From an optimization exercise on the open Yosys and OpenROAD flow, aimed at small area, a short achievable clock period and few clock cycles per item; shortcuts taken in it are not production practice. Power figures rest on the tool's default switching activity, not on a simulated workload.

==> flow/design.v (excerpt) <==
module sa_top (
    input  logic          clk_i,
    input  logic          rst_ni,
    input  logic          s_valid_i,
    input  logic          s_last_i,
    input  logic          m_ready_i,
    output logic          s_ready_o,
    output logic          m_valid_o,
    output logic          m_last_o,
    input  logic [ 15:0]  sx_data_i,
    input  logic [ 63:0]  sk_data_i,
    output logic [ 63:0]  m_data_o
);
  localparam int R  = 4;
  localparam int C  = 8;
  localparam int CW = 2;   
  localparam int NC = 16 / CW;
  logic adv_q;   
  wire  adv_n;
  logic [19:0] x0;   
  logic [63:0] w0;
  logic        v0, l0;
  logic [2:0]  cnt;   
  wire hold = l0 && (cnt != 3'd7);
  wire go0  = v0 && !hold;   
  logic rdy_q;   
  assign s_ready_o = rdy_q;
  logic [19:0] xenc;
  for (genvar r = 0; r < R; r++) begin : g_enc
    booth_enc u_enc (.x_i(sx_data_i[4*r +: 4]), .xe_o(xenc[5*r +: 5]));
  end
  always_ff @(posedge clk_i)
    if (s_ready_o || !v0) begin
      x0 <= xenc;
      w0 <= sk_data_i;
      l0 <= s_last_i;
  ...
For scale: ~7400 cells after synthesis, about 150 I/O pins.
clock: 4.2 ns
lec_check: 0
cap_margin: 20
core_margin: 2
core_utilization: 40
place_density: 0.6
setup_slack_margin: 1.38
slew_margin: 20
run.sh (not shown) runs the stock make flow with config.mk's settings and CLKGATE_MAP_FILE= SYNTH_SCRIPT=/design/flow/synth_recipe.tcl, a recipe that flattens the netlist after the stock synthesis.
==> next run, changes <==
--- a/flow/design.v
+++ b/flow/design.v
@@ -1,35 +1,39 @@
 module booth_enc (
     input  logic [3:0] x_i,
-    output logic [4:0] xe_o
-);
-  assign xe_o[3:0] = x_i;
-  assign xe_o[4]   = (x_i[3] & ~x_i[2] & ~x_i[1]) | (~x_i[3] & x_i[2] & x_i[1]);
+    output logic [5:0] xe_o
+);
+  assign xe_o[0] = x_i[1];
+  assign xe_o[1] = x_i[0];
+  assign xe_o[2] = x_i[1] & ~x_i[0];
+  assign xe_o[3] = x_i[3];
+  assign xe_o[4] = x_i[2] ^ x_i[1];
+  assign xe_o[5] = (x_i[3] & ~x_i[2] & ~x_i[1]) | (~x_i[3] & x_i[2] & x_i[1]);
 endmodule
 module mac_cell #(
     parameter int CW = 4,                
     localparam int NC = 16 / CW          
 ) (
     input  logic              clk_i,
     input  logic              v_i,       
     input  logic              clr_i,     
-    input  logic [4:0]        xe_i,      
+    input  logic [5:0]        xe_i,      
     input  logic [7:0]        w_i,       
     output logic [15:0]       acc_o,     
     output logic [NC-1:0]     cy_o       
 );
-  wire neg0 = v_i & xe_i[1];
-  wire one0 = xe_i[0];
-  wire two0 = xe_i[1] & ~xe_i[0];
+  wire neg0 = v_i & xe_i[0];
+  wire one0 = xe_i[1];
+  wire two0 = xe_i[2];
   wire neg1 = v_i & xe_i[3];
-  wire one1 = xe_i[2] ^ xe_i[1];
-  wire two1 = xe_i[4];
+  wire one1 = xe_i[4];
+  wire two1 = xe_i[5];
   wire [8:0] ws = {w_i[7], w_i};
   wire [8:0] m0 = ({9{one0}} & ws) | ({9{two0}} & {w_i, 1'b0});
   wire [8:0] m1 = ({9{one1}} & ws) | ({9{two1}} & {w_i, 1'b0});
   wire [9:0] p0 = {m0[8], m0} ^ {10{neg0}};   
   wire [9:0] p1 = {m1[8], m1} ^ {10{neg1}};   
   wire [15:0] xa = {4'b0000, v_i & ~p0[9], p0[9], p0[9], p0[8:0]};
   wire [15:0] ya = {4'b0000, v_i & ~p1[9], p1[8:0], 2'b00};
   logic [15:0]   acc_q;
   logic [NC-1:0] cy_q;
   wire  [15:0]   a  = clr_i ? 16'd0 : acc_q;
@@ -93,31 +97,31 @@
     input  logic [ 15:0]  sx_data_i,
     input  logic [ 63:0]  sk_data_i,
     output logic [ 63:0]  m_data_o
 );
   localparam int R  = 4;
   localparam int C  = 8;
   localparam int CW = 2;   
   localparam int NC = 16 / CW;
   logic adv_q;   
   wire  adv_n;
-  logic [19:0] x0;   
+  logic [23:0] x0;   
   logic [63:0] w0;
   logic        v0, l0;
   logic [2:0]  cnt;   
   wire hold = l0 && (cnt != 3'd7);
   wire go0  = v0 && !hold;   
   logic rdy_q;   
   assign s_ready_o = rdy_q;
-  logic [19:0] xenc;
+  logic [23:0] xenc;
   for (genvar r = 0; r < R; r++) begin : g_enc
-    booth_enc u_enc (.x_i(sx_data_i[4*r +: 4]), .xe_o(xenc[5*r +: 5]));
+    booth_enc u_enc (.x_i(sx_data_i[4*r +: 4]), .xe_o(xenc[6*r +: 6]));
   end
   always_ff @(posedge clk_i)
     if (s_ready_o || !v0) begin
       x0 <= xenc;
       w0 <= sk_data_i;
       l0 <= s_last_i;
     end
   always_ff @(posedge clk_i)
     if (!rst_ni) v0 <= 1'b0;
     else if (s_ready_o) v0 <= s_valid_i;
@@ -127,21 +131,21 @@
     else if (adv_q && go0) nbeat <= l0 ? 4'd0 : nbeat + 4'd1;
   always_ff @(posedge clk_i)
     if (adv_q && go0 && l0) kmod <= nbeat + 4'd1;
   always_ff @(posedge clk_i)
     if (!rst_ni) cnt <= 3'd7;
     else if (adv_q) begin
       if (go0 && l0) cnt <= 3'd0;
       else if (cnt != 3'd7) cnt <= cnt + 3'd1;
     end
   logic [C-1:1] vs, ls;
-  logic [19:0] xs [1:C-1];
+  logic [23:0] xs [1:C-1];
   logic [7:0]  ws [1:C-1][1:C-1];   
   always_ff @(posedge clk_i)
     if (!rst_ni) vs <= '0;
     else if (adv_q) vs <= {vs[C-2:1], go0};
   always_ff @(posedge clk_i)
     if (adv_q) ls <= {ls[C-2:1], l0};
   for (genvar j = 1; j < C; j++) begin : g_stage
     always_ff @(posedge clk_i)
       if (adv_q) xs[j] <= (j == 1) ? x0 : xs[j-1];
     for (genvar c = j; c < C; c++) begin : g_w
@@ -160,36 +164,36 @@
   wire       go0_n  = v0_n && !hold_n;
   wire [C-1:1] vs_n = adv_q ? {vs[C-2:1], go0} : vs[C-1:1];
   wire [C-1:0] act_n = {C{adv_n}} & {vs_n, go0_n};
   logic [C-1:0] clr_q;
   always_ff @(posedge clk_i)
     if (!rst_ni) act_q <= '0;
     else act_q <= act_n;
   for (genvar c = 0; c < C; c++) begin : g_col
     wire        vc = act_q[c];
     wire        lc = (c == 0) ? l0 : ls[c];
-    wire [19:0] xc = (c == 0) ? x0 : xs[c];
+    wire [23:0] xc = (c == 0) ? x0 : xs[c];
     wire [7:0]  wc = (c == 0) ? w0[7:0] : ws[c][c];
     wire [7:0]  wcg = {8{vc}} & wc;   
     always_ff @(posedge clk_i)
       if (!rst_ni) fc[c] <= 1'b1;
       else if (vc) fc[c] <= lc;
     wire fc_n = vc ? lc : fc[c];
     always_ff @(posedge clk_i)
       if (!rst_ni) clr_q[c] <= 1'b0;
       else clr_q[c] <= act_n[c] && fc_n;
     for (genvar r = 0; r < R; r++) begin : g_row
       mac_cell #(.CW(CW)) u_mac (
           .clk_i(clk_i),
           .v_i  (vc),
           .clr_i(clr_q[c]),
-          .xe_i (xc[5*r +: 5]),
+          .xe_i (xc[6*r +: 6]),
           .w_i  (wcg),
           .acc_o(acc[c][r]),
           .cy_o (cy[c][r])
       );
     end
   end
   logic [C-1:0] sel;
   logic         push;
   wire [C-1:0] sel_n = adv_q ? ({vs[C-1:1], go0} & {ls[C-1:1], l0}) : sel;
   always_ff @(posedge clk_i)
Hold slack degrades by 0.0093 ns.
Final area goes down by 2.0%.
Sequential power grows by about 6%.
Count of clock-buffer cells in the layout falls by 11.
Total power goes up by 2.6%.
Die area grows by 1.1%.
Final cell count decreases by 4.7%.
Worst setup slack improves by 0.046 ns.
Non-clock buffer count is lower by 193.
Wire length hardly moves.
Via count goes down by 3.8%.
Area after synthesis came out higher by 1.1%.
No run of this note included a check of the RTL's function; only the layout flow was run.

[static timing again, ports no longer ideal]
No port has a modelled driver above. Below, the same layouts with a new extraction and two added sets of constraints. Step 1 assumes that a clkbuf_16 drives the clock port and a buf_2 every other input. Step 2 adds t to the input delays and takes it off the output delays; t is the mean of the earliest and latest rising clock arrival at the registers after step 1. Input paths then give back, and output paths get back, about the clock's delay inside the block. a / b / c = no drivers / after step 1 / after step 2; a / b = the first two.
run | t (ns) | setup slack, ns | worst setup path at the end | slew at the worst register clock pin (ns) | pins driven straight from the clock port
the first run | 0.916 | 1.368 / 1.368 / 1.099 | input to register | 0.07 / 0.07 | 1
the second run | 0.913 | 1.414 / 1.414 / 0.802 | input to register | 0.07 / 0.07 | 1
After both steps setup and hold are still met in every run listed. For the second run, which loses most, drivers alone change the setup slack by 0.000 ns; drivers and shift together by -0.612 ns.
